This is an optimization exercise on Yosys and OpenROAD, whose aim is small area, a short achievable clock period and few clock cycles, not a production implementation. Function was checked by simulation only, so behaviour that the tests miss may differ from the original. Power is estimated from default activity; no workload was simulated.

File: flow/constraint.sdc
create_clock -name core_clock -period 5.0 [get_ports {clk}]
set_input_delay 1.0000 -clock core_clock [delete_from_list [all_inputs] [get_ports {clk}]]
set_output_delay 1.0000 -clock core_clock [all_outputs]
set_load 0.01 [all_outputs]
File: flow/standard.sh
#!/bin/bash
# synth_recipe.tcl (not shown) runs the flow's synth.tcl, then flattens the netlist and writes it again
# the make line also repeats each setting of config.mk as NAME=value (left out here)
make -C /OpenROAD-flow-scripts/flow DESIGN_CONFIG=/design/flow/config.mk WORK_HOME=/design/flow/orfs CLKGATE_MAP_FILE= SYNTH_SCRIPT=/design/flow/synth_recipe.tcl "${@:-finish}"
File: flow/config.mk
export PLATFORM = sky130hd
export DESIGN_NAME = ATCONV
export DESIGN_NICKNAME = ATCONV
export VERILOG_FILES = /design/flow/design.v
export SDC_FILE = /design/flow/constraint.sdc
export NUM_CORES = 4
export LEC_CHECK = 0
export CAP_MARGIN = 20
export CORE_MARGIN = 2
export CORE_UTILIZATION = 40
export PLACE_DENSITY = 0.6
export SETUP_SLACK_MARGIN = 3.0
export SLEW_MARGIN = 20
File: flow/flow/run.sh
#!/bin/bash
# The standard layout (the standard.sh: its synthesis, floorplan, power
# grid, placement, clock tree and routing, unchanged), except that the input
# and output port buffers are plain buf_1 cells instead of the delay cells that
# buffer_ports picks by default. The whole flow's output goes to standard.log.
export BUFFER_PORTS_ARGS="-buffer_cell sky130_fd_sc_hd__buf_1"
bash standard.sh > standard.log 2>&1
File: flow/design.v
`timescale 1ns/10ps
module  ATCONV(
	input		clk,
	input		reset,
	output	reg	busy,
	input		ready,
	output reg	[11:0]	iaddr,
	input signed [12:0]	idata,
	output	reg 	cwr,
	output  reg	[11:0]	caddr_wr,
	output reg 	[12:0] 	cdata_wr,
	output	 	crd,
	output 	[11:0] 	caddr_rd,
	input 	[12:0] 	cdata_rd,
	output reg 	csel
	);
assign crd = 1'b0;
assign caddr_rd = 12'd0;
localparam [12:0] BIAS = 13'h1FF4;    
localparam [12:0] NBIAS = 13'h000C;   
reg        done;        
reg        ending;      
reg  [5:0] bi;          
reg        g;           
reg        p0, p1, p2;  
reg        vm1;         
reg        c_fl;        
wire [5:0] x = iaddr[5:0];
reg  [12:0] din;         
wire hold = reset | ~busy & ~ready;
wire       col_end = p2 & g;                       
wire       row_end = col_end & ~vm1 & (x == 6'd63);
wire [4:0] bip = bi[4:0] + 5'd1;
wire [4:0] bim = bi[4:0] - 5'd1;
wire       vm1_n = row_end | vm1 & ~col_end;
wire [5:0] x_n = (col_end & ~vm1) ? x + 6'd1 : x;   
wire [5:0] row_n = p0 ? {bi[4:0], g} :
                   p1 ? ((bi[4:0] == 5'd31) ? 6'd63 : {bip, g}) :
                   row_end ? {bi[4:0], 1'b0} :
                   (bi[4:0] == 5'd0) ? 6'd0 : {bim, ~g};
always @(posedge clk) begin
	if (hold) begin
		bi <= 6'd0;
		g <= 1'b0;
		p0 <= 1'b1; p1 <= 1'b0; p2 <= 1'b0;
		vm1 <= 1'b1;
		c_fl <= 1'b1;
		iaddr <= 12'd0;
	end else begin
		if (row_end) bi <= {bi[5] | (&bi[4:0]), bip};
		if (p2) g <= ~g;
		p0 <= p2; p1 <= p0; p2 <= p1;
		vm1 <= vm1_n;
		c_fl <= vm1_n | (x_n == 6'd0);
		iaddr <= {row_n, x_n};
	end
end
always @(posedge clk) begin
	if (reset) begin
		busy <= 1'b0;
		done <= 1'b0;
	end else begin
		if (~busy & ~done & ready) busy <= 1'b1;
		if (ending) begin
			busy <= 1'b0;
			done <= 1'b1;
		end
	end
end
reg f_valid, f_valid2;
always @(posedge clk) begin
	if (reset) begin
		f_valid <= 1'b0;
		f_valid2 <= 1'b0;
	end else begin
		f_valid <= c_fl ? (bi != 6'd0) : ~(~vm1 & (x == 6'd1));
		f_valid2 <= f_valid;
	end
end
reg [12:5] din_b;
reg [12:9] din_c;
reg        fl_a, fl_b, fl_c, vm1_c;
always @(posedge clk) begin
	din <= idata;
	din_b <= din[12:5];
	din_c <= din_b[12:9];
	fl_a <= c_fl;
	fl_b <= fl_a;
	fl_c <= fl_b;
	vm1_c <= vm1;
end
reg  [11:0] sf0, sf1, sf2, sf3;
wire [12:0] sx1 = {1'b1, sf1};
wire [12:0] sx3 = {1'b1, sf3};
reg  [12:0] pf0, pf1, pf2, pf3;
reg  [11:0] acc_s;
reg  [12:0] acc_c, acc_o;
reg         ca_s, ca_c, ca_o;   
reg         cb_s, cb_c, cb_o;   
wire [12:0] da = din;
wire [12:0] db = {din_b, 5'd0};
wire [12:0] dc = {din_c, 9'd0};
wire [12:0] nst_a = ~(p2 ? {2'b0, da[12:2]} : {4'b0, da[12:4]});
wire [12:0] nst_b = ~(p0 ? {2'b0, db[12:2]} : {4'b0, db[12:4]});
wire [12:0] nst_c = ~(p1 ? {2'b0, dc[12:2]} : {4'b0, dc[12:4]});
wire [12:0] ct_a = p2 ? da : ~{3'b0, da[12:3]};
wire [12:0] ct_b = p0 ? db : ~{3'b0, db[12:3]};
wire [12:0] ct_c = p1 ? dc : ~{3'b0, dc[12:3]};
wire [12:0] left_a = fl_a ? sx3 : sx1;
wire [12:0] left_b = fl_b ? sx3 : sx1;
wire [12:0] left_c = fl_c ? sx3 : sx1;
wire [12:0] oa_a = ~fl_a ? nst_a : p1 ? (vm1 ? sx3 : sx1) : p2 ? NBIAS : 13'd0;
wire [12:0] oa_b = ~fl_b ? nst_b : p2 ? (vm1 ? sx3 : sx1) : 13'd0;
wire [12:0] oa_c = ~fl_c ? nst_c : p0 ? (vm1_c ? sx3 : sx1) : 13'd0;
wire [5:0] s_a = {1'b0, p1 ? BIAS[4:0] : acc_s[4:0]} + {1'b0, nst_a[4:0]} + 6'd1;
wire [5:0] c_a = {1'b0, p1 ? left_a[4:0] : acc_c[4:0]} + {1'b0, ct_a[4:0]} + {5'd0, ~p2};
wire [5:0] o_a = {1'b0, p1 ? pf1[4:0] : acc_o[4:0]} + {1'b0, oa_a[4:0]} + {5'd0, ~fl_a};
wire [4:0] s_b = {1'b0, p2 ? BIAS[8:5] : acc_s[8:5]} + {1'b0, nst_b[8:5]} + {4'd0, ca_s};
wire [4:0] c_b = {1'b0, p2 ? left_b[8:5] : acc_c[8:5]} + {1'b0, ct_b[8:5]} + {4'd0, ca_c};
wire [4:0] o_b = {1'b0, p2 ? pf1[8:5] : acc_o[8:5]} + {1'b0, oa_b[8:5]} + {4'd0, ca_o};
wire [2:0] s_c = (p0 ? BIAS[11:9] : acc_s[11:9]) + nst_c[11:9] + {2'd0, cb_s};
wire [3:0] c_c = (p0 ? left_c[12:9] : acc_c[12:9]) + ct_c[12:9] + {3'd0, cb_c};
wire [3:0] o_c = (p0 ? pf1[12:9] : acc_o[12:9]) + oa_c[12:9] + {3'd0, cb_o};
always @(posedge clk) begin
	{ca_s, acc_s[4:0]} <= s_a;
	{ca_c, acc_c[4:0]} <= c_a;
	{ca_o, acc_o[4:0]} <= o_a;
	{cb_s, acc_s[8:5]} <= s_b;
	{cb_c, acc_c[8:5]} <= c_b;
	{cb_o, acc_o[8:5]} <= o_b;
	acc_s[11:9] <= s_c;
	acc_c[12:9] <= c_c;
	acc_o[12:9] <= o_c;
end
wire fin_a = busy & p1;
wire fin_b = busy & p2;
wire fin_c = busy & p0;
always @(posedge clk) begin
	if (fin_a) begin
		sf0[4:0] <= sf1[4:0]; sf1[4:0] <= sf2[4:0]; sf2[4:0] <= sf3[4:0]; sf3[4:0] <= acc_s[4:0];
		pf0[4:0] <= pf1[4:0]; pf1[4:0] <= pf2[4:0]; pf2[4:0] <= pf3[4:0]; pf3[4:0] <= acc_c[4:0];
	end
	if (fin_b) begin
		sf0[8:5] <= sf1[8:5]; sf1[8:5] <= sf2[8:5]; sf2[8:5] <= sf3[8:5]; sf3[8:5] <= acc_s[8:5];
		pf0[8:5] <= pf1[8:5]; pf1[8:5] <= pf2[8:5]; pf2[8:5] <= pf3[8:5]; pf3[8:5] <= acc_c[8:5];
	end
	if (fin_c) begin
		sf0[11:9] <= sf1[11:9]; sf1[11:9] <= sf2[11:9]; sf2[11:9] <= sf3[11:9]; sf3[11:9] <= acc_s[11:9];
		pf0[12:9] <= pf1[12:9]; pf1[12:9] <= pf2[12:9]; pf2[12:9] <= pf3[12:9]; pf3[12:9] <= acc_c[12:9];
	end
end
reg  [8:0]  mr;            
reg  [8:0]  o_lo;
reg         wr0_b, wr0_c, l1;
wire        wr0 = fin_a & f_valid2 & ~ending;
wire [11:0] l0v = acc_o[12] ? 12'd0 : {acc_o[11:9], o_lo};
always @(posedge clk) begin
	if (fin_a) o_lo[4:0] <= acc_o[4:0];
	if (fin_b) o_lo[8:5] <= acc_o[8:5];
end
always @(posedge clk) begin
	if (reset) begin
		cwr <= 1'b0;
		csel <= 1'b1;
		caddr_wr <= 12'h3FF;
		wr0_b <= 1'b0;
		wr0_c <= 1'b0;
		l1 <= 1'b0;
		ending <= 1'b0;
	end else begin
		wr0_b <= wr0;
		wr0_c <= wr0_b;
		l1 <= wr0_c & ~csel & ~caddr_wr[6] & caddr_wr[0];
		cwr <= wr0_c | l1;
		if (wr0_c) begin
			cdata_wr <= {1'b0, l0v};
			csel <= 1'b0;
			if (csel)
				caddr_wr <= {caddr_wr[9:5] + {4'd0, &caddr_wr[4:0]}, 1'b0, caddr_wr[4:0] + 5'd1, 1'b0};
			else if (~caddr_wr[6])
				caddr_wr[6] <= 1'b1;
			else begin
				caddr_wr[6] <= 1'b0;
				caddr_wr[0] <= 1'b1;
			end
		end else if (l1) begin
			cdata_wr <= {mr, 4'd0};
			csel <= 1'b1;
			caddr_wr <= {2'b00, caddr_wr[11:7], caddr_wr[5:1]};
			if ((&caddr_wr[11:7]) & (&caddr_wr[5:1])) ending <= 1'b1;
		end
	end
end
always @(posedge clk) begin
	if (wr0_c & (csel | ({1'b0, l0v} > {mr, 4'd0})))
		mr <= {1'b0, l0v[11:4]} + {8'd0, l0v[3:0] != 4'd0};
end
endmodule
==> results of run 1 <==
[cell usage in the layout (no fill, tap or decap), drive strengths merged, types with 17 or more instances in the layout]
cell type	instances
a21o	19
a21oi	50
buf	110
clkbuf	52
dfxtp	119
edfxtp	106
fa	17
ha	44
inv	63
mux2i	35
nand2	38
nor2	75
nor2b	25
o21ai	31
xnor2	28
[stage by stage]
step / utilization [%] / power, uW / instances / worst slack, ns / area, um^2
4_1_cts: 49.3 / 5180 / 1296 / 2.91 / 11900
6_report: 50.8 / 5190 / 1305 / 2.93 / 12300
3_3_place_gp: 42.7 / 3250 / 1199 / 2.10 / 10300
2_1_floorplan: - / 3110 / 858 / 2.87 / 9960
5_1_grt: 50.8 / 5510 / 1305 / 2.88 / 12300
3_5_place_dp: 42.7 / 3280 / 1199 / 2.04 / 10300
[sequential cells by signal (all words and copies together), names as in the netlist, 4 cells and up]
register and flops:
sf2 12, acc_o 13, pf1 13, iaddr 12, pf2 13, pf3 13
cdata_wr 13, sf1 12, mr 9, sf3 12, acc_c 13, o_lo 9
din_b 8, bi 6, caddr_wr 12, din 13, din_c 4, acc_s 12
[power groups by stage]
stage	logic, uW	registers [uW]	clock network (uW)
floorplan	773	2330	0
global placement	841	2400	0
detailed placement	868	2410	0
CTS	996	2350	1830
global route	1210	2380	1910
finish	1050	2350	1790
[cell usage after synthesis, drive strengths merged (2+ instances only)]
master | count | area [um^2]
a211o | 3 | 26.3
nand4 | 4 | 25.0
o31ai | 3 | 22.5
buf | 21 | 143
nand2b | 13 | 81.3
edfxtp | 106 | 3180
nor3 | 6 | 35.0
nand3 | 13 | 65.1
o21bai | 7 | 52.6
mux2 | 13 | 146
a21o | 19 | 143
clkbuf | 26 | 97.6
and3 | 4 | 25.0
nand2 | 38 | 143
nor2 | 75 | 282
a221oi | 2 | 17.5
inv | 62 | 233
fa | 17 | 340
o21ai | 31 | 155
and2 | 8 | 50.1
xnor2 | 28 | 245
mux2i | 35 | 350
and3b | 3 | 26.3
a211oi | 10 | 75.1
nor2b | 25 | 156
a21oi | 50 | 254
nand3b | 3 | 22.5
o22ai | 7 | 43.8
nor4 | 4 | 25.0
or2 | 8 | 50.1
xor2 | 12 | 105
a31o | 3 | 26.3
ha | 44 | 551
dfxtp | 119 | 2380
[cell type report]
cell class                 instances  share of cell area (%)
multi-input combinational        524                    34.4
sequential                       225                    46.1
inverter                          63                    2.00
tap                              324                    3.30
clock inverter                     7                   0.519
timing repair buffer             123                    7.59
clock buffer                      39                    6.10
[per-layer routing]
metal  up-vias  global-route usage, %
li1       3158                      -
met1      2907                   20.7
met2       105                   23.6
met3        38                   2.22
met4         0                   4.83
met5         -                      0
[worst reg2reg max path, delay by kind of cell, from the launching register on]
family / cells / cell delay (ns)
simple gates: 3 / 0.82
flops: 1 / 0.42
fa+ha+maj: 1 / 0.27
compound gates: 2 / 0.31
[logic make-up (layout without fill, tap and decap cells)]
group                    Yosys count  count (layout)  share of synthesized area (%)
AO/OA/AOI/OAI                    149             150                           9.67
XOR/XNOR                          40              40                           3.58
other                              1              13                         0.0383
multiplexers                      48              48                           5.07
buffers and inverters            110             232                           4.87
adder cells (fa/ha/maj)           62              62                           9.20
flip-flops                       225             225                           56.8
AND/OR/NAND/NOR                  211             211                           10.7
[path summary, 6_finish.rpt]
path	from	to	slack, ns	depth (start not counted)
max	acc_o[12]	mr[0]	2.93	6
min	din[9]	din_b[9]	0.33	0
max reg2reg	acc_o[12]	mr[0]	2.93	6
min reg2reg	din[9]	din_b[9]	0.33	0
[repair_timing]
action | 4_1_cts | 5_1_grt
cloned | 1 | 0
resized for setup | 123 | 80
buffers inserted | 50 | 9
pin swaps | 9 | 12
setup endpoints to repair | 127 | 72
==> out/results.tsv, run 1 <==
stage	metric	value	unit
timing	Clock Skew	0.0166	ns
drt	number of routed nets with antenna violations	0	
power_and_ir_drop	Pint	3820	uW
critical_path	crit path max fanout	6	
job	maxcap violations	0	
finish	total of fill cells in the finished design	2086	
drt	top sig layer	met4	
global_route	aggregate global-route resource usage	14.8	%
floorplan	row cnt	57	
power_and_ir_drop	VDD IR-drop max	0.000288	V
drt	met1 wire length	9040	um
global_route	grt ovf	0	
critical_path	Critical Path RT	5.26	ns
timing	RSZ-0062 raised after global routing	true	
finish	ratio of cells with drive above 1 in the final layout	28.1	%
drt	DRT iter0 DRCs	343	
global_route	initial antenna violation count	0	
run_status	status	timing/DRC/antenna clean	
power_and_ir_drop	Logic pwr share	20.2	%
synthesis	synth unique cells	63	
timing	Final Critical Period	2.07	ns
placed_design	GPL Wtd Cong	0.836	
timing	fmax	484	MHz
clock_network	CTS sink count	225	
synthesis	synthesized instance count	846	
power_and_ir_drop	Cell Pwr Density	423	nW/um^2
timing	WHS	0.325	ns
critical_path	critical path capture point type	flip-flop	
synthesis	Post-Syn Area	9790	um^2
drt	met2 WL	8850	um
clock_network	Hold Buf Count CTS	0	
critical_path	Startpoint Class	flip-flop	
finish	area of the multi-input gates	4230	um^2
synthesis	Mean Syn Cell Area	11.6	um^2
drt	metal3 WL	723	um
finish	Final nets	1052	
finish	FF+latch area	5670	um^2
critical_path	cell family with most CP delay	simple AND/OR/NAND/NOR gates	
timing	setup violators final	0	
clock_network	CTS tree	built	
power_and_ir_drop	switching power total	1370	uW
global_route	largest net degree at the start of global routing	41	
critical_path	critical path cell sequence	nor2b_4, ha_4, and4b_1, o2111ai_2, or4_4, o311a_4	
power_and_ir_drop	Leak	0.00498	uW
power_and_ir_drop	Clk network pwr share	34.5	%
critical_path	Worst path slowest cell	or4_4	
drt	DRT Pass-1 Iters	5	
clock_network	worst skew pair latency	0.53	ns
timing	final period utilization	41.4	%
critical_path	CP Data Arrival Time	2.33	ns
timing	Max Slew Vio Count	0	
clock_network	Bufs on Longest Clock Path	3	
synthesis	sequential share of the synthesized area	56.8	%
drt	Vias/cell	4.76	
timing	Final Hold Vio Count	0	
timing	Worst Max-Slew Pin Slew	0.955	ns
clock_network	clk root buf	clkbuf_16	
clock_network	CTS buffer count	25	
floorplan	die width	160	um
clock_network	# H-tree levels	1	
drt	residual DRC count	0	
drt	DR WL/cell	14.7	um
placed_design	Final HPWL DP	12000	um
critical_path	Buf+Inv Stages, Crit Path	0	
timing	Final TNS setup	0	ns
power_and_ir_drop	sequential share of power	45.3	%
clock_network	Clock transition at path regs	0.06	ns
finish	synthesis-to-layout area growth	25.5	%
drt	final wirelength	19100	um
synthesis	FF+latch count, synth	225	
floorplan	Die Y	160	um
synthesis	async set-reset flop share out of synthesis	0	%
critical_path	CP max stage delay	0.53	ns
critical_path	crit path kind	flip-flop to flip-flop	
synthesis	Top FF cell, synth	dfxtp_1	
floorplan	core area	24200	um^2
min_path	HP Class	flip-flop to flip-flop	
timing	Max-Slew Margin vs Limit	36.3	%
synthesis	EDFF count, synth	106	
placed_design	PortBufs	55	
power_and_ir_drop	sw frac	26.4	%
finish	n_diodes	0	
floorplan	die area	25700	um^2
global_route	vias in the first global route	6095	
synthesis	Synth Warn #	1	
global_route	first-pass GRT wire length	31000	um
floorplan	Starting Density	40.5	%
drt	vias	6208	
floorplan	Top Ports	82	
Testbench counts, summed over its fixed seeds: cycles 199,968.
==> run 2: changes to the inputs <==
--- a/flow/config.mk
+++ b/flow/config.mk
@@ -9,5 +9,5 @@
 export CORE_MARGIN = 2
 export CORE_UTILIZATION = 40
 export PLACE_DENSITY = 0.6
-export SETUP_SLACK_MARGIN = 3.0
+export SETUP_SLACK_MARGIN = 2.75
 export SLEW_MARGIN = 20
==> run 2 against run 1 <==
Against the previous run:
- clock skew fell by 0.0066 ns
- still clean on timing, DRC and antenna
- core utilization decreased by 3.9 points
- clock power rose by 5%
- critical path depth shrank 5
- worst hold slack improved by 0.00095 ns
==> out/results.tsv, run 2 <==
stage	metric	value	unit	change
run_status	status	timing/DRC/antenna clean		
critical_path	Critical Path RT	4.00	ns	-1.26 ns
placed_design	PortBufs	55		unchanged
power_and_ir_drop	VDD IR-drop max	0.000312	V	+8.4%
finish	ratio of cells with drive above 1 in the final layout	12.7	%	-15 points
timing	final period utilization	45.1	%	+3.7 points
critical_path	crit path max fanout	9		+3
clock_network	CTS sink count	225		unchanged
critical_path	critical path cell sequence	buf_1		
clock_network	# H-tree levels	1		unchanged
clock_network	CTS buffer count	25		unchanged
power_and_ir_drop	Cell Pwr Density	453	nW/um^2	+7.1%
critical_path	crit path kind	flip-flop to output port		
clock_network	Clock transition at path regs	0.06	ns	about the same
drt	final wirelength	17600	um	-8.1%
synthesis	Post-Syn Area	9790	um^2	unchanged
synthesis	post-synthesis compound-gate area fraction	9.67	%	unchanged
drt	DRT iter0 DRCs	364		+6.1%
floorplan	Starting Density	40.5	%	unchanged
critical_path	CP Launch Point	csel		
clock_network	Bufs on Longest Clock Path	3		unchanged
timing	Final TNS setup	0	ns	unchanged
synthesis	Synth Area in Adders	9.20	%	unchanged
clock_network	CTS tree	built		
clock_network	worst skew pair latency	0.52	ns	about the same
timing	Max Slew Vio Count	0		unchanged
clock_network	Hold Buf Count CTS	0		unchanged
synthesis	largest family of logic cells by synthesized area	simple AND/OR/NAND/NOR gates		
finish	n_diodes	0		unchanged
synthesis	Top FF cell, synth	dfxtp_1		
timing	slack of the critical path	2.74	ns	-0.187 ns
synthesis	simple-gate share of the synthesized area	10.7	%	unchanged
clock_network	clk root buf	clkbuf_16		
synthesis	top cell type's share of synthesized area	32.5	%	unchanged
synthesis	Mean Syn Cell Area	11.6	um^2	unchanged
global_route	aggregate global-route resource usage	13.7	%	-1.1 points
synthesis	area leader, netlist	edfxtp_1		
global_route	GR peak layer	met2		
critical_path	Startpoint Class	flip-flop		
synthesis	synthesized instance count	846		unchanged
finish	Final Core Density	46.9	%	-3.9 points
global_route	grt ovf	0		unchanged
global_route	vias in the first global route	5715		-6.2%
floorplan	Top Ports	82		unchanged
critical_path	Worst R2R Start	p1		
timing	RSZ-0062 raised after global routing	true		
timing	Final Hold Vio Count	0		unchanged
global_route	met2 usage	21.5	%	-2.0 points
floorplan	Die Y	160	um	unchanged
synthesis	commonest cells in the netlist	119 x dfxtp_1, 106 x edfxtp_1, 75 x nor2_1		
global_route	initial antenna violation count	0		unchanged
floorplan	core area	24200	um^2	unchanged
drt	residual DRC count	0		unchanged
global_route	met3 Track Usage GR	2.27	%	+0.052 points
floorplan	die area	25700	um^2	unchanged
synthesis	synth unique cells	63		unchanged
min_path	worst hold path startpoint	din[12]		
critical_path	critical path capture point type	output port		
finish	synthesis-to-layout area growth	15.9	%	
placed_design	GPL Wtd Cong	0.836		about the same
critical_path	Worst path slowest cell	dfxtp_1		
floorplan	die width	160	um	unchanged
synthesis	sequential share of the synthesized area	56.8	%	unchanged
drt	DR WL/cell	14.0	um	-4.3%
drt	DRT Pass-1 Iters	4		-1
global_route	first-pass GRT wire length	28800	um	-7.0%
placed_design	Final HPWL DP	11800	um	-1.6%
drt	vias	5939		-4.3%
finish	commonest non-fill, non-tap cells in the layout	106 x edfxtp_1, 105 x dfxtp_1, 75 x nor2_1		
synthesis	post-synthesis mux area share	5.07	%	unchanged
global_route	met1 usage	19.5	%	-1.2 points
timing	Final Critical Period	2.26	ns	+0.187 ns
placed_design	pre-CTS WS	2.19	ns	+0.159 ns
job	maxcap violations	0		unchanged
timing	Clock Skew	0.0100	ns	-0.00656 ns
drt	Vias/cell	4.74		-0.28%
timing	fmax	443	MHz	-8.3%
critical_path	Buf+Inv Stages, Crit Path	1		+1
finish	Final nets	999		-5.0%
timing	Worst Max-Slew Pin Slew	0.936	ns	-0.0195 ns
synthesis	Synth Warn #	1		unchanged
synthesis	dominant cells by area after synthesis	edfxtp_1 33%, dfxtp_1 24%, ha_1 5.6%		
synthesis	FF+latch count, synth	225		unchanged
timing	Max-Slew Margin vs Limit	37.6	%	+1.3 points
synthesis	count leader, synth	dfxtp_1		
floorplan	row cnt	57		unchanged
finish	commonest non-fill, non-tap cell in the layout	edfxtp_1		
min_path	HP Class	flip-flop to flip-flop		
power_and_ir_drop	Overall Power	5140	uW	-1.1%
drt	number of routed nets with antenna violations	0		unchanged
global_route	largest net degree at the start of global routing	40		-2.4%
synthesis	async set-reset flop share out of synthesis	0	%	unchanged
critical_path	CP Data Arrival Time	1.26	ns	-1.07 ns
critical_path	CP max stage delay	0.54	ns	about the same
synthesis	EDFF count, synth	106		unchanged
synthesis	Post-Synth XOR/XNOR Area	3.58	%	unchanged
critical_path	cell family with most CP delay	flip-flops		
timing	setup violators final	0		unchanged
power_and_ir_drop	Leak	0.00458	uW	-8.0%
## run 2: cell counts after synthesis
No cell type changed its count.
## run 2: worst paths after layout
check / end / slack (ns) / cells past startpoint
setup / recovery: csel / 2.74 / 1
hold / removal: din_b[12] / 0.33 / 0
setup reg to reg: acc_o[4] / 2.78 / 9
hold reg to reg: din_b[12] / 0.33 / 0
## run 2: routing by layer
layer	wire length, um	vias to the layer above
met5	0	-
li1	-	3055
met1	8740	2757
met2	7800	103
met3	671	24
met4	362	0
## run 2: logic make-up after synthesis
logic type,after synthesis
AO/OA/AOI/OAI,149
XOR/XNOR,40
adder cells (fa/ha/maj),62
buffers and inverters,110
flip-flops,225
multiplexers,48
other,1
AND/OR/NAND/NOR,211
## run 2: repair_timing
| action | in CTS | in global routing |
|---|---|---|
| gates resized for setup | 20 | 28 |
| setup buffers | 5 | 0 |
| pin swaps | 0 | 1 |
| gates cloned | 0 | 1 |
| setup endpoints to repair | 57 | 23 |
## run 2: where the power goes
group          leakage (uW)  total, uW  internal, uW  switching (uW)
Combinational       0.00220        898           438             460
Sequential          0.00196       2360          2220             137
Clock              0.000431       1880          1150             730
Total               0.00458       5140          3810            1330
## run 2: final cells by class
class	count	area, um^2
Sequential cell	225	5600
Timing Repair Buffer	70	343
Clock inverter	12	133
Fill cell	2195	12800
Clock buffer	34	742
Multi-Input combinational cell	524	3890
Tap cell	324	405
Inverter	63	239
## run 2: metrics by stage
stage / area (um^2) / hold slack (ns) / std cells
final: 11400 / 0.326 / 1252
after global routing: 11400 / 0.331 / 1252
after CTS: 11300 / 0.326 / 1251
after detailed placement: 10300 / 0.312 / 1200
after global placement: 10300 / 0.314 / 1200
after floorplan: 9870 / 0.310 / 858
==> run 3: changes to the inputs <==
--- a/flow/config.mk
+++ b/flow/config.mk
@@ -9,5 +9,5 @@
 export CORE_MARGIN = 2
 export CORE_UTILIZATION = 40
 export PLACE_DENSITY = 0.6
-export SETUP_SLACK_MARGIN = 2.75
+export SETUP_SLACK_MARGIN = 2.85
 export SLEW_MARGIN = 20
==> run 3 against run 2 <==
Against the previous run:
- clock skew rose by 0.014 ns
- highest routed layer unchanged
- combinational power up 6.8%
- power grew 1.8%
- maximum frequency grew 6.6%
- flip-flop and latch count unchanged
- non-clock buffer count up 11
- register-to-register slack improved by 0.10 ns
- critical path depth is 5 higher
- synthesized cell count is the same
==> out/results.tsv, run 3 <==
stage	metric	value	unit	change
run_status	status	timing/DRC/antenna clean		
finish	commonest non-fill, non-tap cell in the layout	edfxtp_1		
drt	vias	6084		+2.4%
timing	Final Critical Period	2.12	ns	-0.139 ns
critical_path	CP max stage delay	0.56	ns	+0.02 ns
critical_path	crit path max fanout	4		-5
synthesis	synthesized instance count	846		unchanged
critical_path	CP Data Arrival Time	2.39	ns	+1.13 ns
global_route	first-pass GRT wire length	29300	um	+1.7%
timing	Final Hold Vio Count	0		unchanged
synthesis	count leader, synth	dfxtp_1		
synthesis	dominant cells by area after synthesis	edfxtp_1 33%, dfxtp_1 24%, ha_1 5.6%		
clock_network	clk root buf	clkbuf_16		
critical_path	critical path capture point type	flip-flop		
floorplan	Starting Density	40.5	%	unchanged
floorplan	die area	25700	um^2	unchanged
clock_network	Clock transition at path regs	0.06	ns	about the same
finish	ratio of cells with drive above 1 in the final layout	16.3	%	+3.6 points
critical_path	Startpoint Class	flip-flop		
global_route	initial antenna violation count	0		unchanged
critical_path	critical path cell sequence	nor2b_4, ha_4, and4b_1, o2111ai_2, or4_4, o311a_2		
synthesis	commonest cells in the netlist	119 x dfxtp_1, 106 x edfxtp_1, 75 x nor2_1		
placed_design	GPL Wtd Cong	0.843		+0.90%
global_route	vias in the first global route	5806		+1.6%
finish	final instance area	11600	um^2	+2.1%
synthesis	top cell type's share of synthesized area	32.5	%	unchanged
critical_path	crit path kind	flip-flop to flip-flop		
critical_path	Critical Path RT	5.27	ns	+1.27 ns
finish	Final nets	1010		+1.1%
finish	synthesis-to-layout area growth	18.4	%	
clock_network	worst skew pair latency	0.54	ns	+0.02 ns
synthesis	EDFF count, synth	106		unchanged
floorplan	core area	24200	um^2	unchanged
critical_path	Worst path slowest cell	or4_4		
power_and_ir_drop	Cell Pwr Density	451	nW/um^2	-0.35%
timing	fmax	473	MHz	+6.6%
drt	DRT Pass-1 Iters	5		+1
floorplan	die width	160	um	unchanged
synthesis	sequential share of the synthesized area	56.8	%	unchanged
finish	commonest non-fill, non-tap cells in the layout	106 x edfxtp_1, 91 x dfxtp_1, 74 x nor2_1		
min_path	HP Class	flip-flop to flip-flop		
floorplan	row cnt	57		unchanged
synthesis	Mean Syn Cell Area	11.6	um^2	unchanged
power_and_ir_drop	switching power total	1350	uW	+2.0%
power_and_ir_drop	sequential share of power	45.2	%	-0.7 points
drt	DRT iter0 DRCs	278		-24%
clock_network	CTS sink count	225		unchanged
global_route	aggregate global-route resource usage	13.9	%	+0.24 points
clock_network	CTS tree	built		
power_and_ir_drop	Pint	3870	uW	+1.7%
global_route	largest net degree at the start of global routing	40		unchanged
timing	Worst Max-Slew Pin Slew	0.935	ns	-0.00142 ns
floorplan	Die Y	160	um	unchanged
drt	Vias/cell	4.82		+1.5%
drt	residual DRC count	0		unchanged
placed_design	Final HPWL DP	12200	um	+3.5%
synthesis	Synth Warn #	1		unchanged
synthesis	area leader, netlist	edfxtp_1		
finish	n_diodes	0		unchanged
synthesis	FF+latch count, synth	225		unchanged
global_route	grt ovf	0		unchanged
timing	setup violators final	0		unchanged
synthesis	Top FF cell, synth	dfxtp_1		
power_and_ir_drop	VDD IR-drop max	0.000334	V	+6.9%
power_and_ir_drop	Logic pwr share	18.4	%	+0.9 points
timing	Max-Slew Margin vs Limit	37.7	%	+0.095 points
floorplan	Top Ports	82		unchanged
timing	Clock Skew	0.0239	ns	+0.0138 ns
timing	Final TNS setup	0	ns	unchanged
power_and_ir_drop	Leak	0.00467	uW	+2.0%
clock_network	# H-tree levels	1		unchanged
timing	Max Slew Vio Count	0		unchanged
clock_network	CTS buffer count	25		unchanged
timing	RSZ-0062 raised after global routing	true		
job	maxcap violations	0		unchanged
synthesis	Post-Syn Area	9790	um^2	unchanged
placed_design	Placed Area	10300	um^2	about the same
synthesis	async set-reset flop share out of synthesis	0	%	unchanged
power_and_ir_drop	Clk network pwr share	36.5	%	about the same
drt	final wirelength	18100	um	+3.1%
placed_design	PortBufs	55		unchanged
drt	number of routed nets with antenna violations	0		unchanged
finish	total of fill cells in the finished design	2229		+1.5%
timing	final period utilization	42.3	%	-2.8 points
drt	DR WL/cell	14.3	um	+2.2%
power_and_ir_drop	sw frac	25.9	%	+0.066 points
clock_network	Bufs on Longest Clock Path	3		unchanged
synthesis	synth unique cells	63		unchanged
## run 3: changes by cell type in the layout (fill, tap and decap cells not counted), moves of 4 or more
cell | previous run | this run
dfxtp_4 | 5 | 11
dfxtp_2 | 9 | 17
clkbuf_16 | 27 | 31
dfxtp_1 | 105 | 91
buf_4 | 12 | 21
## run 3: power groups by stage
stage	Sequential [uW]	Combinational (uW)	Clock [uW]
detailed placement	2410	865	0
floorplan	2330	743	0
global placement	2400	832	0
global route	2400	1110	2030
finish	2360	959	1910
CTS	2360	917	1960
## run 3: cell type report
type	count	area [um^2]	share of cell area [%]
Inverter	63	238	2.05
Timing Repair Buffer	81	462	3.98
Tap cell	324	405	3.50
Multi-Input combinational cell	524	3970	34.3
Clock inverter	8	85.1	0.734
Clock buffer	38	805	6.94
Sequential cell	225	5630	48.5
## run 3: kinds of logic (layout without fill, tap and decap cells)
family	after synthesis	in the layout	share of synthesized area (%)
AOI/OAI and AO/OA	149	150	9.67
xor gates and xnor gates	40	40	3.58
adders and majority gates	62	62	9.20
buffers and inverters	110	190	4.87
DFF	225	225	56.8
muxes	48	48	5.07
other	1	13	0.0383
and+or+nand+nor	211	211	10.7
## run 3: repair_timing
| item | in CTS | in global routing |
|---|---|---|
| setup buffers | 7 | 8 |
| cloned | 0 | 2 |
| gates resized for setup | 41 | 40 |
| hold buffers | 0 | 0 |
| endpoints found under the setup margin | 66 | 31 |
| pin swaps | 1 | 8 |
## run 3: worst max-delay path, delay by kind of cell (launching register included)
kind	cells	cell delay [ns]
adder cells (fa/ha/maj)	1	0.26
AO/OA/AOI/OAI	2	0.32
AND/OR/NAND/NOR	3	0.94
flip-flops	1	0.35
## run 3: worst paths after layout
check	from	endpoint	slack (ns)	depth (start not counted)
max reg2reg	acc_o[10]	mr[8]	2.88	6
min reg2reg	din[11]	din_b[11]	0.33	0
min	din[11]	din_b[11]	0.33	0
max	acc_o[10]	mr[8]	2.88	6
## run 3: layer usage
layer	GRT usage, %	share of wire (%)	up-vias
li1	-	-	3079
met1	19.2	49	2853
met2	22.5	45	126
met3	2.48	3.9	26
met4	4.01	2.1	0
met5	0	0	-
## run 3: through the flow
stage               setup WS, ns  power [uW]  std cells  utilization (%)  hold WS (ns)
finish                      2.88        5230       1263             48.0         0.326
global route                2.80        5530       1263             48.0         0.335
CTS                         2.78        5230       1253             46.9         0.327
detailed placement          2.30        3270       1200             42.6         0.312
global placement            2.32        3230       1200             42.6         0.314
floorplan                   2.85        3080        858                -         0.310
==> run 4: changes to the inputs <==
--- a/flow/config.mk
+++ b/flow/config.mk
@@ -8,6 +8,6 @@
 export CAP_MARGIN = 20
 export CORE_MARGIN = 2
 export CORE_UTILIZATION = 40
-export PLACE_DENSITY = 0.6
+export PLACE_DENSITY = 0.85
 export SETUP_SLACK_MARGIN = 2.85
 export SLEW_MARGIN = 20
==> run 4 against run 3 <==
Against the previous run:
- still clean on timing, DRC and antenna
- area after synthesis stayed put
- clock power shrank 9%
- clock-buffer cell count is 4 lower
- non-clock buffer count increased by 4
- sequential share of layout area up 0.30 points
- maximum frequency shrank 1.4%
- power fell by 2.3%
- critical endpoint unchanged
- largest cell class unchanged
==> out/results.tsv, run 4 <==
stage	metric	value	unit	change
global_route	aggregate global-route resource usage	14.0	%	+0.10 points
critical_path	Worst path slowest cell	or4_4		
synthesis	Top FF cell, synth	dfxtp_1		
synthesis	top cell type's share of synthesized area	32.5	%	unchanged
drt	DR WL/cell	15.2	um	+6.1%
drt	residual DRC count	0		unchanged
critical_path	critical path capture point type	flip-flop		
timing	Clock Skew	0.00677	ns	-0.0171 ns
finish	ratio of cells with drive above 1 in the final layout	16.5	%	+0.23 points
timing	Max Slew Vio Count	0		unchanged
synthesis	EDFF count, synth	106		unchanged
global_route	initial antenna violation count	0		unchanged
synthesis	dominant cells by area after synthesis	edfxtp_1 33%, dfxtp_1 24%, ha_1 5.6%		
timing	Max-Slew Margin vs Limit	40.2	%	+2.5 points
timing	setup violators final	0		unchanged
synthesis	synthesized instance count	846		unchanged
synthesis	synth unique cells	63		unchanged
critical_path	CP max stage delay	0.55	ns	about the same
clock_network	worst skew pair latency	0.50	ns	-0.04 ns
job	maxcap violations	0		unchanged
drt	Vias/cell	5.05		+4.9%
global_route	grt ovf	0		unchanged
floorplan	core area	24200	um^2	unchanged
drt	vias	6378		+4.8%
drt	final wirelength	19200	um	+6.0%
critical_path	crit path max fanout	4		unchanged
timing	fmax	466	MHz	-1.4%
global_route	largest net degree at the start of global routing	40		unchanged
finish	n_diodes	0		unchanged
finish	commonest non-fill, non-tap cell in the layout	edfxtp_1		
finish	Final nets	1012		+0.20%
floorplan	Top Ports	82		unchanged
finish	commonest non-fill, non-tap cells in the layout	106 x edfxtp_1, 95 x dfxtp_1, 74 x nor2_1		
floorplan	die width	160	um	unchanged
critical_path	Startpoint Class	flip-flop		
synthesis	Mean Syn Cell Area	11.6	um^2	unchanged
drt	DRT Pass-1 Iters	5		unchanged
critical_path	r2r setup slk	2.85	ns	-0.03 ns
timing	Final Critical Period	2.15	ns	+0.0304 ns
timing	Final Hold Vio Count	0		unchanged
power_and_ir_drop	Leak	0.00463	uW	-0.84%
placed_design	GPL Wtd Cong	0.851		+0.90%
synthesis	async set-reset flop share out of synthesis	0	%	unchanged
floorplan	die area	25700	um^2	unchanged
run_status	status	timing/DRC/antenna clean		
drt	number of routed nets with antenna violations	0		unchanged
finish	synthesis-to-layout area growth	17.6	%	
synthesis	sequential share of the synthesized area	56.8	%	unchanged
timing	WHS	0.332	ns	+0.00567 ns
placed_design	Placed Area	10300	um^2	-0.36%
drt	met1 wire length	8290	um	-6.2%
timing	Worst Max-Slew Pin Slew	0.897	ns	-0.0377 ns
drt	metal3 WL	1070	um	+51%
timing	Final TNS setup	0	ns	unchanged
synthesis	count leader, synth	dfxtp_1		
critical_path	worst r2r dst	mr[8]		
critical_path	R2R depth	6		unchanged
finish	final instance area	11500	um^2	-0.66%
global_route	vias in the first global route	6166		+6.2%
synthesis	Post-Syn Area	9790	um^2	unchanged
clock_network	CTS sink count	225		unchanged
synthesis	commonest cells in the netlist	119 x dfxtp_1, 106 x edfxtp_1, 75 x nor2_1		
critical_path	Critical Path RT	5.24	ns	-0.03 ns
timing	final period utilization	42.9	%	+0.61 points
drt	met2 WL	9140	um	+12%
power_and_ir_drop	VDD IR-drop max	0.000241	V	-28%
synthesis	area leader, netlist	edfxtp_1		
clock_network	Bufs on Longest Clock Path	3		unchanged
floorplan	Starting Density	40.5	%	unchanged
clock_network	CTS tree	built		
placed_design	PortBufs	55		unchanged
critical_path	crit path kind	flip-flop to flip-flop		
synthesis	Synth Warn #	1		unchanged
finish	Final Core Density	47.6	%	-0.32 points
synthesis	FF+latch count, synth	225		unchanged
power_and_ir_drop	Cell Pwr Density	443	nW/um^2	-1.7%
placed_design	Final HPWL DP	12100	um	-1.3%
clock_network	clk root buf	clkbuf_16		
finish	total of fill cells in the finished design	2041		-8.4%
drt	DRT iter0 DRCs	515		+85%
floorplan	row cnt	57		unchanged
critical_path	CP Data Arrival Time	2.39	ns	about the same
timing	RSZ-0062 raised after global routing	true		
critical_path	Worst R2R Start	acc_o[11]		
critical_path	critical path cell sequence	nor2b_4, ha_1, and4b_1, o2111ai_2, or4_4, o311a_2		
clock_network	Clock transition at path regs	0.06	ns	about the same
global_route	first-pass GRT wire length	29800	um	+1.6%
drt	top sig layer	met4		
critical_path	CP Launch Point	acc_o[11]		
critical_path	Setup crit end	mr[8]		
floorplan	Die Y	160	um	unchanged
min_path	HP Class	flip-flop to flip-flop		
clock_network	CTS buffer count	23		-8.0%
clock_network	# H-tree levels	1		unchanged
-- run 4: critical path: cells and delay by family, from the launching register on --
family          cells  cell delay [ns]
flops               1             0.35
compound gates      2             0.32
fa+ha+maj           1             0.29
simple gates        3             0.92
-- run 4: worst min-delay path by stage --
stage / startpoint / endpoint / slack [ns] / cells past startpoint
finish: din[10] / din_b[10] / 0.33 / 0
global route: din[10] / din_b[10] / 0.34 / 0
CTS: din[10] / din_b[10] / 0.33 / 0
detailed placement: din[10] / din_b[10] / 0.32 / 0
global placement: din[11] / din_b[11] / 0.31 / 0
floorplan: din[10] / din_b[10] / 0.31 / 0
-- run 4: area by class of cell --
| type | count | area (um^2) | share of cell area, % |
|---|---|---|---|
| well taps | 324 | 405 | 3.52 |
| clock buffers | 34 | 752 | 6.53 |
| repair buffers | 85 | 452 | 3.92 |
| clock inverters | 7 | 41.3 | 0.359 |
| flip-flops and latches | 225 | 5630 | 48.8 |
| multi-input cells | 524 | 4000 | 34.7 |
| inverters | 63 | 243 | 2.11 |
-- run 4: report_power, final --
part / internal [uW] / leakage (uW) / switching [uW] / total [uW]
Sequential: 2230 / 0.00196 / 153 / 2380
Clock: 1040 / 0.000397 / 690 / 1730
Combinational: 485 / 0.00228 / 510 / 995
-- run 4: metal layers --
metal / GRT usage, % / vias up
met5: 0 / -
met4: 5.12 / 0
met3: 2.40 / 59
met2: 23.9 / 226
met1: 18.0 / 3013
li1: - / 3080
-- run 4: cells by family after synthesis --
family / count (synthesis) / share of synthesized area (%)
mux: 48 / 5.07
simple gates: 211 / 10.7
other cells: 1 / 0.0383
xor+xnor: 40 / 3.58
flops: 225 / 56.8
compound gates: 149 / 9.67
buf+inv: 110 / 4.87
fa+ha+maj: 62 / 9.20
-- run 4: per-stage QoR --
step	std cells	setup WS (ns)	total power (uW)
4_1_cts	1243	2.83	5050
3_5_place_dp	1195	2.25	3280
5_1_grt	1262	2.79	5360
3_3_place_gp	1195	2.31	3200
6_report	1262	2.85	5110
2_1_floorplan	858	2.85	3080
-- run 4: repair_timing --
| action | 4_1_cts | 5_1_grt |
|---|---|---|
| setup buffers | 7 | 18 |
| endpoints found under the hold margin | 0 | 0 |
| resized for setup | 34 | 47 |
| cloned | 0 | 1 |
| setup endpoints to repair | 106 | 32 |
| hold buffers | 0 | 0 |
| pin swaps | 1 | 8 |
==> run 5: changes to the inputs <==
--- a/flow/config.mk
+++ b/flow/config.mk
@@ -7,7 +7,7 @@
 export LEC_CHECK = 0
 export CAP_MARGIN = 20
 export CORE_MARGIN = 2
-export CORE_UTILIZATION = 40
-export PLACE_DENSITY = 0.85
+export CORE_UTILIZATION = 55
+export PLACE_DENSITY = 0.7
 export SETUP_SLACK_MARGIN = 2.85
 export SLEW_MARGIN = 20
==> run 5 against run 4 <==
Against the previous run:
- still clean
- worst hold slack lost 0.0051 ns
- flip-flop and latch count is the same
- synthesized cell count is the same
- via count shrank 1.2%
- wire length shrank 0.46%
- critical path depth is the same
- area after synthesis is the same
- final cell count shrank 7.5%
- critical path type unchanged
==> out/results.tsv, run 5 <==
stage	metric	value	unit	change
run_status	status	timing/DRC/antenna clean		
placed_design	PortBufs	55		unchanged
synthesis	synth unique cells	63		unchanged
drt	Vias/cell	5.40		+6.8%
synthesis	Mean Syn Cell Area	11.6	um^2	unchanged
synthesis	commonest cells in the netlist	119 x dfxtp_1, 106 x edfxtp_1, 75 x nor2_1		
global_route	vias in the first global route	6173		+0.11%
timing	Max Slew Vio Count	0		unchanged
min_path	Hold Path End	din_b[11]		
synthesis	FF+latch count, synth	225		unchanged
power_and_ir_drop	switching power total	1330	uW	-1.5%
clock_network	CTS sink count	225		unchanged
clock_network	Bufs on Longest Clock Path	3		unchanged
drt	number of routed nets with antenna violations	0		unchanged
timing	fmax	464	MHz	-0.49%
critical_path	critical path capture point type	flip-flop		
drt	DRT Pass-1 Iters	5		unchanged
power_and_ir_drop	Pint	3640	uW	-3.1%
clock_network	worst skew pair latency	0.51	ns	about the same
timing	Worst Max-Slew Pin Slew	0.897	ns	-0.000353 ns
placed_design	Placed Area	10100	um^2	-1.1%
synthesis	top cell type's share of synthesized area	32.5	%	unchanged
critical_path	CP Data Arrival Time	2.55	ns	+0.16 ns
critical_path	crit path kind	flip-flop to flip-flop		
finish	commonest non-fill, non-tap cell in the layout	edfxtp_1		
synthesis	count leader, synth	dfxtp_1		
power_and_ir_drop	sw frac	26.8	%	+0.32 points
drt	DRT iter0 DRCs	361		-30%
timing	Final Hold Vio Count	0		unchanged
timing	Clock Skew	0.0179	ns	+0.0111 ns
placed_design	Final HPWL DP	12200	um	+0.62%
power_and_ir_drop	Cell Pwr Density	435	nW/um^2	-2.0%
synthesis	Synth Warn #	1		unchanged
critical_path	Worst R2R Start	p0		
power_and_ir_drop	Clk network pwr share	32.5	%	-1.4 points
finish	Final nets	1015		+0.30%
job	maxcap violations	0		unchanged
min_path	worst hold path startpoint	din[11]		
finish	ratio of cells with drive above 1 in the final layout	17.8	%	+1.3 points
min_path	hold path depth	0		unchanged
timing	WHS	0.327	ns	-0.00508 ns
timing	RSZ-0062 raised after global routing	true		
critical_path	Startpoint Class	flip-flop		
critical_path	Critical Path RT	5.40	ns	+0.16 ns
finish	total of fill cells in the finished design	1335		-35%
synthesis	synthesized instance count	846		unchanged
clock_network	Clock transition at path regs	0.06	ns	about the same
floorplan	die width	137	um	-14%
power_and_ir_drop	Leak	0.00461	uW	-0.56%
global_route	initial antenna violation count	0		unchanged
clock_network	CTS buffer count	23		unchanged
global_route	largest net degree at the start of global routing	40		unchanged
power_and_ir_drop	sequential share of power	47.5	%	+0.9 points
critical_path	CP Launch Point	p0		
finish	synthesis-to-layout area growth	16.8	%	
drt	DR WL/cell	16.4	um	+7.6%
timing	setup violators final	0		unchanged
drt	vias	6300		-1.2%
floorplan	row cnt	48		-16%
timing	Final Critical Period	2.16	ns	+0.0105 ns
critical_path	R2R depth	6		unchanged
synthesis	EDFF count, synth	106		unchanged
floorplan	die area	18900	um^2	-27%
clock_network	CTS tree	built		
floorplan	Top Ports	82		unchanged
power_and_ir_drop	VDD IR-drop max	0.000317	V	+32%
synthesis	area leader, netlist	edfxtp_1		
critical_path	worst r2r dst	acc_s[11]		
synthesis	Post-Syn Area	9790	um^2	unchanged
synthesis	async set-reset flop share out of synthesis	0	%	unchanged
timing	Final TNS setup	0	ns	unchanged
drt	residual DRC count	0		unchanged
timing	final period utilization	43.1	%	+0.21 points
critical_path	crit path max fanout	12		+8
global_route	grt ovf	0		unchanged
placed_design	GPL Wtd Cong	0.878		+3.2%
finish	commonest non-fill, non-tap cells in the layout	106 x edfxtp_1, 92 x dfxtp_1, 74 x nor2_1		
power_and_ir_drop	Logic pwr share	20.0	%	+0.5 points
clock_network	# H-tree levels	1		unchanged
clock_network	clk root buf	clkbuf_16		
critical_path	r2r setup slk	2.84	ns	about the same
finish	non-filler instance count after layout	1167		-7.5%
min_path	HP Class	flip-flop to flip-flop		
floorplan	Starting Density	56.4	%	+16 points
finish	final instance area	11400	um^2	-0.72%
finish	n_diodes	0		unchanged
global_route	first-pass GRT wire length	29600	um	-0.53%
global_route	aggregate global-route resource usage	20.0	%	+5.9 points
timing	Max-Slew Margin vs Limit	40.2	%	about the same
floorplan	core area	17400	um^2	-28%
floorplan	Die Y	137	um	-14%
synthesis	dominant cells by area after synthesis	edfxtp_1 33%, dfxtp_1 24%, ha_1 5.6%		
placed_design	cell count after placement	1097		-8.2%
drt	final wirelength	19100	um	-0.46%
synthesis	sequential share of the synthesized area	56.8	%	unchanged
synthesis	Top FF cell, synth	dfxtp_1		
[run 5: cell counts after synthesis]
Identical to the previous run, type by type.
[run 5: final cells by class]
type	instances	area [um^2]	share of cell area, %
Clock buffer	31	657	5.74
Timing Repair Buffer	88	498	4.35
Clock inverter	11	61.3	0.536
Tap cell	225	282	2.46
Multi-Input combinational cell	524	4070	35.6
Sequential cell	225	5630	49.2
Inverter	63	241	2.11
[run 5: layer usage]
layer | global-route usage [%] | share of wire [%] | vias to the layer above
li1 | - | - | 3087
met1 | 25.5 | 44 | 3009
met2 | 34.5 | 49 | 170
met3 | 3.64 | 4.7 | 34
met4 | 6.19 | 2.0 | 0
met5 | 0 | 0 | -
[run 5: repair_timing]
| item | CTS | global route |
|---|---|---|
| setup buffers | 12 | 15 |
| endpoints found under the hold margin | 0 | 0 |
| gates cloned | 0 | 1 |
| setup endpoints to repair | 90 | 35 |
| hold buffers | 0 | 0 |
| gates resized for setup | 39 | 61 |
| pin swaps | 0 | 14 |
[run 5: logic make-up after synthesis]
kind of cell	count (synthesis)	share of synthesized area (%)
AOI/OAI and AO/OA	149	9.67
buffers and inverters	110	4.87
DFF	225	56.8
muxes	48	5.07
adders and majority gates	62	9.20
other	1	0.0383
xor gates and xnor gates	40	3.58
and+or+nand+nor	211	10.7
[run 5: worst max-delay path by stage]
stage / endpoint / slack [ns] / cells past startpoint
after floorplan: acc_o[4] / 2.85 / 12
after global placement: acc_c[4] / 2.19 / 9
after detailed placement: acc_c[4] / 2.11 / 9
after CTS: mr[0] / 2.84 / 6
after global routing: acc_s[11] / 2.80 / 6
final: acc_s[11] / 2.84 / 6
[run 5: critical path: stages (launching register included)]
cell	delay (ns)
dfxtp_4	0.38
clkbuf_4	0.19
buf_4	0.21
or2_2	0.31
fa_1	0.40
fa_1	0.39
xor2_1	0.17
[run 5: power groups by stage]
stage	clock (uW)	sequential (uW)	combinational [uW]
6_report	1610	2360	994
4_1_cts	1640	2350	914
3_5_place_dp	0	2410	860
2_1_floorplan	0	2330	743
3_3_place_gp	0	2390	809
5_1_grt	1710	2390	1140
[run 5: through the flow]
step	setup WS [ns]	power (uW)	util, %
finish	2.84	4970	65.9
global route	2.80	5250	65.9
CTS	2.84	4910	63.8
detailed placement	2.11	3270	58.5
global placement	2.19	3200	58.5
floorplan	2.85	3080	-
==> run 6: changes to the inputs <==
--- a/flow/config.mk
+++ b/flow/config.mk
@@ -7,7 +7,7 @@
 export LEC_CHECK = 0
 export CAP_MARGIN = 20
 export CORE_MARGIN = 2
-export CORE_UTILIZATION = 55
-export PLACE_DENSITY = 0.7
+export CORE_UTILIZATION = 40
+export PLACE_DENSITY = 0.75
 export SETUP_SLACK_MARGIN = 2.85
 export SLEW_MARGIN = 20
==> run 6 against run 5 <==
Against the previous run:
- still clean
- flip-flop and latch count stayed put
- non-clock buffer count is 2 lower
- register-to-register slack better by 0.05 ns
- final cell count is 8.3% higher
- largest cell class unchanged
- highest routed layer unchanged
==> out/results.tsv, run 6 <==
stage	metric	value	unit	change
critical_path	cell family with most CP delay	flip-flops		
global_route	first-pass GRT wire length	28800	um	-2.5%
synthesis	EDFF count, synth	106		unchanged
floorplan	core area	24200	um^2	+39%
clock_network	CTS sink count	225		unchanged
placed_design	Final HPWL DP	11800	um	-2.8%
synthesis	largest family of logic cells by synthesized area	simple AND/OR/NAND/NOR gates		
placed_design	PortBufs	55		unchanged
synthesis	Synth Area in Adders	9.20	%	unchanged
global_route	largest net degree at the start of global routing	40		unchanged
critical_path	Buf+Inv Stages, Crit Path	1		-1
synthesis	post-synthesis compound-gate area fraction	9.67	%	unchanged
drt	DR WL/cell	14.3	um	-13%
clock_network	# H-tree levels	1		unchanged
drt	DRT iter0 DRCs	472		+31%
clock_network	CTS buffer count	23		unchanged
global_route	initial antenna violation count	0		unchanged
synthesis	Post-Synth XOR/XNOR Area	3.58	%	unchanged
drt	vias	6153		-2.3%
min_path	hold path depth	0		unchanged
finish	non-filler instance count after layout	1264		+8.3%
floorplan	die width	160	um	+17%
floorplan	row cnt	57		+19%
timing	WHS	0.329	ns	+0.00274 ns
synthesis	top cell type's share of synthesized area	32.5	%	unchanged
finish	ratio of cells with drive above 1 in the final layout	16.9	%	-0.92 points
synthesis	FF+latch count, synth	225		unchanged
timing	Final Hold Vio Count	0		unchanged
synthesis	async set-reset flop share out of synthesis	0	%	unchanged
finish	area of the multi-input gates	4000	um^2	-1.7%
synthesis	commonest cells in the netlist	119 x dfxtp_1, 106 x edfxtp_1, 75 x nor2_1		
placed_design	GPL Wtd Cong	0.836		-4.9%
global_route	vias in the first global route	5827		-5.6%
placed_design	cell count after placement	1196		+9.0%
clock_network	CTS tree	built		
critical_path	Critical Path RT	4.00	ns	-1.40 ns
floorplan	Die Y	160	um	+17%
finish	commonest non-fill, non-tap cell in the layout	edfxtp_1		
synthesis	area leader, netlist	edfxtp_1		
critical_path	r2r setup slk	2.89	ns	+0.05 ns
critical_path	Worst R2R Start	p2		
min_path	Hold Path End	din_b[11]		
critical_path	Startpoint Class	flip-flop		
drt	Vias/cell	4.87		-9.8%
clock_network	clk root buf	clkbuf_16		
clock_network	Clock transition at path regs	0.06	ns	about the same
run_status	status	timing/DRC/antenna clean		
synthesis	synth unique cells	63		unchanged
min_path	HP Class	flip-flop to flip-flop		
synthesis	Synth Warn #	1		unchanged
drt	met2 WL	8340	um	-12%
min_path	worst hold path startpoint	din[11]		
clock_network	worst skew pair latency	0.51	ns	about the same
critical_path	R2R depth	6		unchanged
drt	residual DRC count	0		unchanged
finish	commonest non-fill, non-tap cells in the layout	106 x edfxtp_1, 92 x dfxtp_1, 74 x nor2_1		
global_route	aggregate global-route resource usage	13.6	%	-6.3 points
finish	Final nets	1013		-0.20%
finish	total of fill cells in the finished design	2108		+58%
finish	n_diodes	0		unchanged
synthesis	Post-Syn Area	9790	um^2	unchanged
clock_network	Hold Buf Count CTS	0		unchanged
critical_path	CP Launch Point	csel		
timing	setup violators final	0		unchanged
finish	FF+latch area	5620	um^2	about the same
drt	metal3 WL	853	um	-5.5%
critical_path	Worst path slowest cell	dfxtp_2		
floorplan	Starting Density	40.5	%	-16 points
synthesis	Mean Syn Cell Area	11.6	um^2	unchanged
synthesis	count leader, synth	dfxtp_1		
timing	Clock Skew	0.0173	ns	-0.000573 ns
power_and_ir_drop	Leak	0.00463	uW	+0.42%
timing	Max Slew Vio Count	0		unchanged
power_and_ir_drop	Overall Power	5050	uW	+1.6%
critical_path	crit path kind	flip-flop to output port		
timing	final period utilization	42.3	%	-0.83 points
drt	met1 wire length	8400	um	+0.38%
critical_path	CP max stage delay	0.44	ns	+0.04 ns
power_and_ir_drop	VDD IR-drop max	0.000218	V	-31%
drt	top sig layer	met4		
critical_path	critical path cell sequence	buf_1		
floorplan	Top Ports	82		unchanged
timing	Final Critical Period	2.12	ns	-0.0416 ns
synthesis	post-synthesis mux area share	5.07	%	unchanged
critical_path	crit path max fanout	9		-3
timing	fmax	473	MHz	+2.0%
timing	Final TNS setup	0	ns	unchanged
global_route	grt ovf	0		unchanged
synthesis	sequential share of the synthesized area	56.8	%	unchanged
critical_path	worst r2r dst	iaddr[8]		
drt	DRT Pass-1 Iters	5		unchanged
critical_path	critical path capture point type	output port		
synthesis	dominant cells by area after synthesis	edfxtp_1 33%, dfxtp_1 24%, ha_1 5.6%		
clock_network	Bufs on Longest Clock Path	3		unchanged
synthesis	synthesized instance count	846		unchanged
critical_path	CP Data Arrival Time	1.12	ns	-1.43 ns
job	maxcap violations	0		unchanged
timing	Max-Slew Margin vs Limit	41.5	%	+1.2 points
drt	final wirelength	18100	um	-5.4%
timing	Worst Max-Slew Pin Slew	0.878	ns	-0.0185 ns
timing	RSZ-0062 raised after global routing	true		
synthesis	simple-gate share of the synthesized area	10.7	%	unchanged
drt	number of routed nets with antenna violations	0		unchanged
synthesis	Top FF cell, synth	dfxtp_1		
finish	synthesis-to-layout area growth	17.7	%	
power_and_ir_drop	Cell Pwr Density	438	nW/um^2	+0.80%
floorplan	die area	25700	um^2	+36%
==> run 6: cell counts after synthesis <==
No cell type changed its count.
==> run 6: area by class of cell <==
| type | count | share of cell area, % |
|---|---|---|
| clock buffer | 29 | 5.65 |
| clock inverter | 13 | 1.06 |
| inverter | 63 | 2.10 |
| multi-input combinational | 524 | 34.7 |
| sequential | 225 | 48.8 |
| tap | 324 | 3.52 |
| timing repair buffer | 86 | 4.17 |
==> run 6: how the worst max path moves through the flow <==
stage | slack [ns] | end | cells past startpoint
CTS | 2.82 | ca_o | 9
detailed placement | 2.13 | acc_c[4] | 9
finish | 2.88 | csel | 1
floorplan | 2.85 | acc_o[4] | 12
global route | 2.82 | ca_o | 9
global placement | 2.17 | acc_c[4] | 9
==> run 6: power by group <==
| group | total (uW) | internal [uW] | switching [uW] |
|---|---|---|---|
| clock network | 1730 | 1030 | 700 |
| logic | 952 | 466 | 486 |
| registers | 2370 | 2220 | 145 |
==> run 6: kinds of logic (layout without fill, tap and decap cells) <==
group	Yosys count	after routing
AO/OA/AOI/OAI	149	150
XOR/XNOR	40	40
adder cells (fa/ha/maj)	62	62
buffers and inverters	110	191
flip-flops	225	225
multiplexers	48	48
other	1	13
AND/OR/NAND/NOR	211	211
==> run 6: repair_timing <==
| item | 4_1_cts | 5_1_grt |
|---|---|---|
| cloned | 0 | 1 |
| buffers inserted | 11 | 14 |
| endpoints found under the hold margin | 0 | 0 |
| endpoints found under the setup margin | 90 | 30 |
| pin swaps | 1 | 6 |
| resized for setup | 36 | 49 |
==> run 6: per-layer routing <==
metal,vias up,GRT usage (%)
met2,166,22.4
met1,2878,18.6
met3,38,2.43
met4,0,3.85
li1,3071,-
met5,-,0
==> run 6: stage by stage <==
stage	util [%]	worst slack [ns]	area, um^2
final	47.7	2.88	11500
after global routing	47.7	2.82	11500
after CTS	46.5	2.82	11200
after detailed placement	42.5	2.13	10300
after global placement	42.5	2.17	10300
after floorplan	-	2.85	9890
==> run 7: changes to the inputs <==
--- a/flow/config.mk
+++ b/flow/config.mk
@@ -9,5 +9,5 @@
 export CORE_MARGIN = 2
 export CORE_UTILIZATION = 40
 export PLACE_DENSITY = 0.75
-export SETUP_SLACK_MARGIN = 2.85
+export SETUP_SLACK_MARGIN = 2.9
 export SLEW_MARGIN = 20
==> run 7 against run 6 <==
Against the previous run:
- clock power rose by 13%
- clock skew about the same
- non-clock buffer count rose by 8
- flip-flop and latch count is the same
- synthesized cell count unchanged
- wire length is 2.8% higher
- maximum frequency down 0.11%
- global-route usage grew 0.47 points
- register-to-register slack about the same
- critical path depth increased by 5
==> out/results.tsv, run 7 <==
stage	metric	value	unit	change
placed_design	pre-CTS WS	2.14	ns	+0.00735 ns
critical_path	critical path capture point type	flip-flop		
clock_network	CTS buffer count	24		+4.3%
clock_network	Hold Buf Count CTS	0		unchanged
floorplan	Top Ports	82		unchanged
floorplan	Starting Density	40.5	%	unchanged
floorplan	Die Y	160	um	unchanged
synthesis	Synth Warn #	1		unchanged
critical_path	cell family with most CP delay	simple AND/OR/NAND/NOR gates		
clock_network	Clock transition at path regs	0.06	ns	about the same
timing	Final Hold Vio Count	0		unchanged
clock_network	CTS sink count	225		unchanged
global_route	largest net degree at the start of global routing	40		unchanged
power_and_ir_drop	sequential share of power	44.7	%	-2.2 points
synthesis	top cell type's share of synthesized area	32.5	%	unchanged
global_route	vias in the first global route	6066		+4.1%
drt	top sig layer	met4		
clock_network	clk root buf	clkbuf_16		
global_route	first-pass GRT wire length	29900	um	+3.8%
global_route	aggregate global-route resource usage	14.1	%	+0.47 points
timing	Clock Skew	0.0168	ns	-0.000464 ns
critical_path	Buf+Inv Stages, Crit Path	0		-1
synthesis	post-synthesis mux area share	5.07	%	unchanged
synthesis	dominant cells by area after synthesis	edfxtp_1 33%, dfxtp_1 24%, ha_1 5.6%		
power_and_ir_drop	Cell Pwr Density	449	nW/um^2	+2.4%
synthesis	commonest cells in the netlist	119 x dfxtp_1, 106 x edfxtp_1, 75 x nor2_1		
timing	fmax	472	MHz	-0.11%
synthesis	Mean Syn Cell Area	11.6	um^2	unchanged
power_and_ir_drop	VDD IR-drop max	0.000224	V	+2.7%
drt	met1 wire length	8650	um	+3.0%
floorplan	row cnt	57		unchanged
power_and_ir_drop	Clk network pwr share	36.9	%	+2.6 points
synthesis	synthesized instance count	846		unchanged
finish	ratio of cells with drive above 1 in the final layout	20.1	%	+3.2 points
power_and_ir_drop	Logic pwr share	18.4	%	-0.5 points
critical_path	Startpoint Class	flip-flop		
power_and_ir_drop	switching power total	1380	uW	+3.6%
drt	DRT Pass-1 Iters	5		unchanged
global_route	initial antenna violation count	0		unchanged
critical_path	crit path max fanout	5		-4
drt	Vias/cell	4.90		+0.65%
timing	Final TNS setup	0	ns	unchanged
drt	met2 WL	8720	um	+4.6%
min_path	HP Class	flip-flop to flip-flop		
timing	Final Critical Period	2.12	ns	+0.00226 ns
drt	DR WL/cell	14.6	um	+2.0%
synthesis	FF+latch count, synth	225		unchanged
timing	slack of the critical path	2.88	ns	-0.00226 ns
synthesis	largest family of logic cells by synthesized area	simple AND/OR/NAND/NOR gates		
clock_network	Bufs on Longest Clock Path	3		unchanged
drt	DRT iter0 DRCs	443		-6.1%
placed_design	GPL Wtd Cong	0.839		+0.42%
timing	RSZ-0062 raised after global routing	true		
finish	commonest non-fill, non-tap cell in the layout	edfxtp_1		
drt	vias	6242		+1.4%
critical_path	Worst path slowest cell	or4_4		
timing	WHS	0.332	ns	+0.00263 ns
clock_network	CTS tree	built		
critical_path	r2r setup slk	2.88	ns	about the same
synthesis	async set-reset flop share out of synthesis	0	%	unchanged
floorplan	core area	24200	um^2	unchanged
finish	total of fill cells in the finished design	2052		-2.7%
finish	commonest non-fill, non-tap cells in the layout	106 x edfxtp_1, 90 x dfxtp_1, 74 x nor2_1		
synthesis	area leader, netlist	edfxtp_1		
synthesis	Top FF cell, synth	dfxtp_1		
run_status	status	timing/DRC/antenna clean		
synthesis	Synth Area in Adders	9.20	%	unchanged
finish	synthesis-to-layout area growth	20.5	%	
synthesis	Post-Syn Area	9790	um^2	unchanged
finish	Final nets	1022		+0.89%
critical_path	CP max stage delay	0.56	ns	+0.12 ns
critical_path	critical path cell sequence	nor2b_4, ha_4, and4b_1, o2111ai_2, or4_4, o311a_2		
synthesis	post-synthesis compound-gate area fraction	9.67	%	unchanged
synthesis	synth unique cells	63		unchanged
clock_network	# H-tree levels	1		unchanged
timing	Max-Slew Margin vs Limit	39.1	%	-2.3 points
placed_design	PortBufs	55		unchanged
timing	Worst Max-Slew Pin Slew	0.913	ns	+0.0351 ns
critical_path	Critical Path RT	5.26	ns	+1.26 ns
timing	final period utilization	42.3	%	+0.045 points
placed_design	Final HPWL DP	11800	um	-0.22%
job	maxcap violations	0		unchanged
synthesis	count leader, synth	dfxtp_1		
synthesis	simple-gate share of the synthesized area	10.7	%	unchanged
synthesis	sequential share of the synthesized area	56.8	%	unchanged
drt	metal3 WL	858	um	+0.59%
global_route	grt ovf	0		unchanged
timing	Max Slew Vio Count	0		unchanged
floorplan	die width	160	um	unchanged
drt	residual DRC count	0		unchanged
floorplan	die area	25700	um^2	unchanged
synthesis	EDFF count, synth	106		unchanged
finish	n_diodes	0		unchanged
timing	setup violators final	0		unchanged
drt	number of routed nets with antenna violations	0		unchanged
power_and_ir_drop	sw frac	26.0	%	-0.31 points
power_and_ir_drop	Pint	3920	uW	+5.3%
clock_network	worst skew pair latency	0.52	ns	about the same
critical_path	CP Data Arrival Time	2.38	ns	+1.26 ns
critical_path	crit path kind	flip-flop to flip-flop		
synthesis	Post-Synth XOR/XNOR Area	3.58	%	unchanged
drt	final wirelength	18600	um	+2.8%
finish	Final Core Density	48.8	%	+1.2 points
power_and_ir_drop	Leak	0.00479	uW	+3.4%
==> run 7: cell counts after synthesis <==
No cell type changed its count.
==> run 7: final cells by class <==
cell class                 count  area (um^2)  area share (%)
timing repair buffer          94          574            4.87
sequential                   225         5640            47.8
clock inverter                10         88.8           0.753
tap                          324          405            3.44
multi-input combinational    524         4020            34.0
inverter                      63          243            2.06
clock buffer                  34          828            7.02
==> run 7: power by group through the flow <==
stage / Sequential [uW] / Clock (uW) / Combinational, uW
detailed placement: 2420 / 0 / 875
global placement: 2410 / 0 / 826
global route: 2400 / 2070 / 1110
finish: 2370 / 1960 / 972
CTS: 2360 / 1990 / 933
floorplan: 2330 / 0 / 768
==> run 7: cell families after synthesis <==
family	count (synthesis)
mux	48
buf+inv	110
compound gates	149
other cells	1
flops	225
fa+ha+maj	62
simple gates	211
xor+xnor	40
==> run 7: per-stage QoR <==
stage                     total power (uW)  instances  instance area (um^2)
after detailed placement              3290       1197                 10300
after CTS                             5280       1251                 11400
final                                 5290       1274                 11800
after global placement                3230       1197                 10300
after floorplan                       3100        858                  9920
after global routing                  5580       1274                 11800
==> run 7: timing repair <==
item                                    4_1_cts  5_1_grt
endpoints found under the setup margin       80       43
gates cloned                                  0        2
pin swaps                                     0        8
setup buffers                                10       21
resized for setup                            54       52
==> run 7: layer usage <==
metal / up-vias / GRT usage, %
li1: 3101 / -
met1: 2962 / 19.2
met2: 151 / 23.2
met3: 28 / 2.48
met4: 0 / 4.05
met5: - / 0
==> run 7: worst paths after layout <==
kind / from / to / depth (start not counted)
max: acc_o[10] / mr[5] / 6
min reg2reg: din[11] / din_b[11] / 0
max reg2reg: acc_o[10] / mr[5] / 6
min: din[11] / din_b[11] / 0

==> static timing again, ports no longer ideal <==
The flow's constraints put no driver on any port. The routed layouts listed below were extracted and timed again, unchanged, in two steps.
Step 1 assumes that a clkbuf_16 drives the clock port and a buf_2 every other input.
Step 2 also shifts input and output timing later by t, the mid clock arrival at the registers, as if the neighbouring blocks saw the same clock.
Slacks: no drivers / after step 1 / after step 2; pairs: no drivers / after step 1.
run | t (ns) | setup WS [ns] | hold slack, ns | worst data-port slew with drivers (ns)
run 1 | 0.564 | 2.932 / 2.902 / 2.646 | 0.325 / 0.325 / 0.325 | 0.03
run 2 | 0.566 | 2.745 / 2.698 / 2.580 | 0.326 / 0.326 / 0.326 | 0.03
run 3 | 0.570 | 2.884 / 2.846 / 2.609 | 0.326 / 0.326 / 0.326 | 0.03
run 4 | 0.546 | 2.854 / 2.836 / 2.503 | 0.332 / 0.332 / 0.332 | 0.03
run 5 | 0.544 | 2.843 / 2.820 / 2.547 | 0.327 / 0.327 / 0.327 | 0.04
run 6 | 0.551 | 2.885 / 2.837 / 2.591 | 0.329 / 0.329 / 0.329 | 0.03
run 7 | 0.558 | 2.883 / 2.883 / 2.588 | 0.332 / 0.332 / 0.332 | 0.03
After both steps setup and hold are still met in every run listed. The setup slack of run 4, which loses most, moves by -0.018 ns with the drivers and by -0.351 ns with both steps.
